Context: an optimization exercise on an open-source flow, tuned for small area, a short achievable clock period and few clock cycles. The choices shown serve that exercise and are no tape-out recipe. At most, simulation tests tie the RTL to the original design; equivalence was not proved.

JK:
## lab9
module lab9(x,y,z,clk,reset,start,done);
input [7:0]x,y;
input clk,reset;
input start;
output [7:0]z;
output done;
reg [7:0] a, b;
reg busy;
wire [7:0] o = a | b;
wire [7:0] lo = {|o[6:0], |o[5:0], |o[4:0], |o[3:0], |o[2:0], |o[1:0], o[0], 1'b0};
wire [7:0] m0 = ~lo;                      
wire [7:0] m1 = lo & ~{lo[6:0], 1'b0};       
wire a_odd = |(a & m0);
wire b_odd = |(b & m0);
wire d_2 = ~|((a ^ b) & m1);              
wire [7:0] pr = ~(a ^ b);                 
wire [7:0] g = a & ~b;
wire [7:0] t = a | ~b;
wire [7:0] G, T;
wire g10 = g[1] | (t[1] & g[0]),  t10 = t[1] & t[0];
wire g32 = g[3] | (t[3] & g[2]),  t32 = t[3] & t[2];
wire g54 = g[5] | (t[5] & g[4]),  t54 = t[5] & t[4];
wire g76 = g[7] | (t[7] & g[6]),  t76 = t[7] & t[6];
wire g20 = g[2] | (t[2] & g10),   t20 = t[2] & t10;
wire g30 = g32 | (t32 & g10),     t30 = t32 & t10;
wire g64 = g[6] | (t[6] & g54),   t64 = t[6] & t54;
wire g74 = g76 | (t76 & g54),     t74 = t76 & t54;
  ...
For scale: ~17 flip-flops, about 28 I/O pins.
export LEC_CHECK = 0
export CAP_MARGIN = 20
export CORE_MARGIN = 2
export CORE_UTILIZATION = 40
export SETUP_SLACK_MARGIN = 2.0
export SLEW_MARGIN = 20
create_clock -name core_clock -period 5.0 [get_ports {clk}]
standard.sh (not shown) runs the stock make flow with config.mk's settings and CLKGATE_MAP_FILE= SYNTH_SCRIPT=/design/flow/synth_recipe.tcl, a recipe that flattens the netlist after the stock synthesis.
==> flow/flow/run.sh <==
#!/bin/bash
# The standard layout, with the smallest buffer on every input and output port
# instead of the one buffer_ports picks by default.
set -euo pipefail
bash standard.sh "BUFFER_PORTS_ARGS=-buffer_cell sky130_fd_sc_hd__buf_1" finish > standard.log 2>&1
Input changes introduced in TR (baseline for comparison: JK):
Settings: SETUP_SLACK_MARGIN now 2.5, was 2.0.
- Area: TR vs JK -> TR larger
- Global-route usage over all layers ends up higher on TR.
- Diff JK -> TR | number of detailed-routing iterations run before antenna repair | increase of 1
- TR: all stages complete, timing, DRC and antenna checks passed
No functional check of the RTL was part of any run of this note.

---

lab9, a different RTL version from the one above (not shown whole).
Size in the first run: roughly 18 flip-flops, roughly 28 I/O pins.
// lab9
module lab9(x,y,z,clk,reset,start,done);
input [7:0]x,y;
input clk,reset;
input start;
output [7:0]z;
output reg done;
reg [7:0] a, b;
reg busy;
wire [7:0] o = a | b;
wire [7:0] lo = {|o[6:0], |o[5:0], |o[4:0], |o[3:0], |o[2:0], |o[1:0], o[0], 1'b0};
wire [7:0] m0 = ~lo;                      
wire a_odd = |(a & m0);
wire b_odd = |(b & m0);
wire d_2 = ~|((a ^ b) & ~{lo[6:0], 1'b0});
wire d_3 = ~|((a ^ b) & ~{lo[5:0], 2'b0});
wire [6:0] u = a[7:1], v = b[7:1];
wire [6:0] pr = ~(u ^ v);                 
wire [6:0] g = u & ~v;
wire [6:0] t = u | ~v;
wire [6:0] G, T;
wire g10 = g[1] | (t[1] & g[0]),  t10 = t[1] & t[0];
wire g32 = g[3] | (t[3] & g[2]),  t32 = t[3] & t[2];
wire g54 = g[5] | (t[5] & g[4]),  t54 = t[5] & t[4];
wire g20 = g[2] | (t[2] & g10),   t20 = t[2] & t10;
wire g30 = g32 | (t32 & g10),     t30 = t32 & t10;
wire g64 = g[6] | (t[6] & g54),   t64 = t[6] & t54;
assign G[0] = g[0];              assign T[0] = t[0];
assign G[1] = g10;               assign T[1] = t10;
assign G[2] = g20;               assign T[2] = t20;
assign G[3] = g30;               assign T[3] = t30;
assign G[4] = g[4] | (t[4] & g30); assign T[4] = t[4] & t30;
assign G[5] = g54 | (t54 & g30);   assign T[5] = t54 & t30;
assign G[6] = g64 | (t64 & g30);   assign T[6] = t64 & t30;
wire [6:0] c  = {G[5:0], 1'b0};           
wire [6:0] c1 = {G[5:0] | T[5:0], 1'b1};  
wire [6:0] dab = pr ^ c1;                 
wire [6:0] dba = ~(pr ^ c);               
wire a_ge = G[6] | T[6];                  
wire fin = (a == b) | ~|a;
assign z = b;
always @(posedge clk) begin
	if (reset) begin
		busy <= 1'b0;
		done <= 1'b0;
	end else begin
		done <= busy & fin & ~start;
		if (start)
			busy <= 1'b1;
  ...
Settings: LEC_CHECK=0, ABC_AREA=1, CAP_MARGIN=20, CORE_MARGIN=2, CORE_UTILIZATION=40, CTS_BUF_LIST=sky130_fd_sc_hd__clkbuf_4, SETUP_SLACK_MARGIN=2.8, SLEW_MARGIN=20; clock period 5.0 ns.
Scripts as last shown in full above: flow/flow/run.sh
Rerun with:
==> flow/flow/run.sh (replaced) <==
#!/bin/bash
# The standard layout with two changes: synthesis leaves the adder logic to
# ABC (ADDER_MAP_FILE empty skips Yosys's extract_fa and the adder cell map),
# and every input and output port gets the smallest buffer.
set -euo pipefail
bash standard.sh "ADDER_MAP_FILE=" \
  "BUFFER_PORTS_ARGS=-buffer_cell sky130_fd_sc_hd__buf_1" finish > standard.log 2>&1
Design area goes down by 9.6%.
Final cell count goes down by 4.2%.
Setup slack gains 38 ps.
No functional check of the RTL was part of any run of this note.

---

The RTL this note starts from:
==> flow/design.v <==
module lab9(x,y,z,clk,reset,start,done);
input [7:0]x,y;
input clk,reset;
input start;
output [7:0]z;
output reg done;
reg [7:0] a, b;
reg busy;
wire [7:0] o = a | b;
wire [7:0] lo = {|o[6:0], |o[5:0], |o[4:0], |o[3:0], |o[2:0], |o[1:0], o[0], 1'b0};
wire [7:0] m0 = ~lo;                      
wire a_odd = |(a & m0);
wire b_odd = |(b & m0);
wire d_2 = ~|((a ^ b) & ~{lo[6:0], 1'b0});
wire d_3 = ~|((a ^ b) & ~{lo[5:0], 2'b0});
wire [6:0] u = a[7:1], v = b[7:1];
wire [6:0] pr = ~(u ^ v);                 
wire [6:0] g = u & ~v;
wire [6:0] t = u | ~v;
wire [6:0] G, T;
wire g10 = g[1] | (t[1] & g[0]),  t10 = t[1] & t[0];
wire g32 = g[3] | (t[3] & g[2]),  t32 = t[3] & t[2];
wire g54 = g[5] | (t[5] & g[4]),  t54 = t[5] & t[4];
wire g20 = g[2] | (t[2] & g10),   t20 = t[2] & t10;
wire g30 = g32 | (t32 & g10),     t30 = t32 & t10;
wire g64 = g[6] | (t[6] & g54),   t64 = t[6] & t54;
assign G[0] = g[0];              assign T[0] = t[0];
assign G[1] = g10;               assign T[1] = t10;
assign G[2] = g20;               assign T[2] = t20;
assign G[3] = g30;               assign T[3] = t30;
assign G[4] = g[4] | (t[4] & g30); assign T[4] = t[4] & t30;
assign G[5] = g54 | (t54 & g30);   assign T[5] = t54 & t30;
assign G[6] = g64 | (t64 & g30);   assign T[6] = t64 & t30;
wire [6:0] c  = {G[5:0], 1'b0};           
wire [6:0] c1 = {G[5:0] | T[5:0], 1'b1};  
wire [6:0] dab = pr ^ c1;                 
wire [6:0] dba = ~(pr ^ c);               
wire a_ge = G[6] | T[6];                  
wire fin = (a == b) | ~|a;
assign z = b;
always @(posedge clk) begin
	if (reset) begin
		busy <= 1'b0;
		done <= 1'b0;
	end else begin
		done <= busy & fin & ~start;
		if (start)
			busy <= 1'b1;
		else if (fin)
			busy <= 1'b0;
	end
end
wire sh_a  = ~start & ~a_odd;             
wire sh_b  = ~start & a_odd & ~b_odd;     
wire sub   = ~start & a_odd & b_odd;      
wire [6:0] dd = pr ^ (a_ge ? c1 : ~c);    
wire [7:0] dsel = ({8{~d_2}} & dd) | ({8{d_2 & ~d_3}} & dd[6:1]) | ({8{d_3}} & dd[6:2]);
wire [7:0] a_nx = ({8{start}} & x) | ({8{sh_a}} & (a >> 1)) | ({8{sub}} & dsel) | ({8{sh_b}} & a);
wire [7:0] b_nx = ({8{start}} & (|y ? y : x)) | ({8{sh_b}} & (b >> 1)) | ({8{sub & ~a_ge}} & a)
                | ({8{sh_a | (sub & a_ge)}} & b);
always @(posedge clk) begin
	a <= a_nx;
	b <= b_nx;
end
endmodule
export LEC_CHECK = 0
export ABC_AREA = 1
export CAP_MARGIN = 20
export CORE_MARGIN = 2
export CORE_UTILIZATION = 40
export SETUP_SLACK_MARGIN = 2.85
export SLEW_MARGIN = 20
create_clock -name core_clock -period 5.0 [get_ports {clk}]
==> flow/flow/run.sh <==
#!/bin/bash
# The standard layout, with the smallest buffer on every input and output port
# instead of the one buffer_ports picks by default.
set -euo pipefail
bash standard.sh "BUFFER_PORTS_ARGS=-buffer_cell sky130_fd_sc_hd__buf_1" finish > standard.log 2>&1
Testbench counts at the start, summed over its fixed seeds: cycles 25,276.
==> next run, changes <==
==> flow/flow/run.sh (replaced) <==
#!/bin/bash
# The standard layout with two changes:
# - synthesis maps with the ABC script flow/abc_area.script (ABC_AREA is 1),
#   from a copy of ORFS's scripts folder, and without Yosys's extract_fa
#   (ADDER_MAP_FILE empty), so ABC maps the adder logic too;
# - the smallest buffer on every input and output port.
set -euo pipefail
rm -rf scripts
cp -r "$FLOW_HOME/scripts" scripts
cp flow/abc_area.script scripts/abc_area.script
bash standard.sh "SCRIPTS_DIR=$PWD/scripts" "ADDER_MAP_FILE=" \
  "BUFFER_PORTS_ARGS=-buffer_cell sky130_fd_sc_hd__buf_1" finish > standard.log 2>&1
==> flow/flow/abc_area.script (new file) <==
strash
dch -f
map -D 1600
topo
stime -c
buffer -c
upsize -c
dnsize -c
- CTS_BUF_LIST: unset -> sky130_fd_sc_hd__clkbuf_4
- SETUP_SLACK_MARGIN: 2.85 -> 2.8
- final area decreases by 5.5%
- final cell count went down by 18%
- wire length went down by 5.3%
- first-iteration DRC count decreases by 6.9%
- register-to-register slack is worse by 0.29 ns

-- port drivers added, routing unchanged --
The results above use ideal ports. As a check the final layouts listed here were re-extracted and re-timed, cells and wires unchanged.
Step 1, drivers: a clkbuf_16 drives clk and a buf_2 each remaining input, both assumed.
Step 2 also shifts input and output timing later by t, the mid clock arrival at the registers, as if the neighbouring blocks saw the same clock.
Slacks: ideal ports / drivers / drivers and shift; pairs: ideal ports / drivers.
run | t, ns | setup WS [ns] | hold slack, ns | worst data-port slew with drivers (ns)
JK | 0.279 | 2.098 / 2.071 / 2.119 | 0.555 / 0.555 / 0.555 | 0.04
TR | 0.285 | 2.088 / 2.088 / 2.088 | 0.545 / 0.545 / 0.545 | 0.03
the first run of note 2 | 0.333 | 2.940 / 2.940 / 2.780 | 0.480 / 0.480 / 0.480 | 0.03
the second run of note 2 | 0.320 | 2.978 / 2.978 / 2.702 | 0.468 / 0.468 / 0.468 | 0.03
the first run of note 3 | 0.281 | 2.997 / 2.997 / 2.772 | 0.451 / 0.451 / 0.451 | 0.03
the second run of note 3 | 0.310 | 2.702 / 2.702 / 2.510 | 0.454 / 0.454 / 0.454 | 0.03
After both steps setup and hold are still met in every run listed. The setup slack of the second run of note 2, which loses most, moves by 0.000 ns with the drivers and by -0.276 ns with both steps.
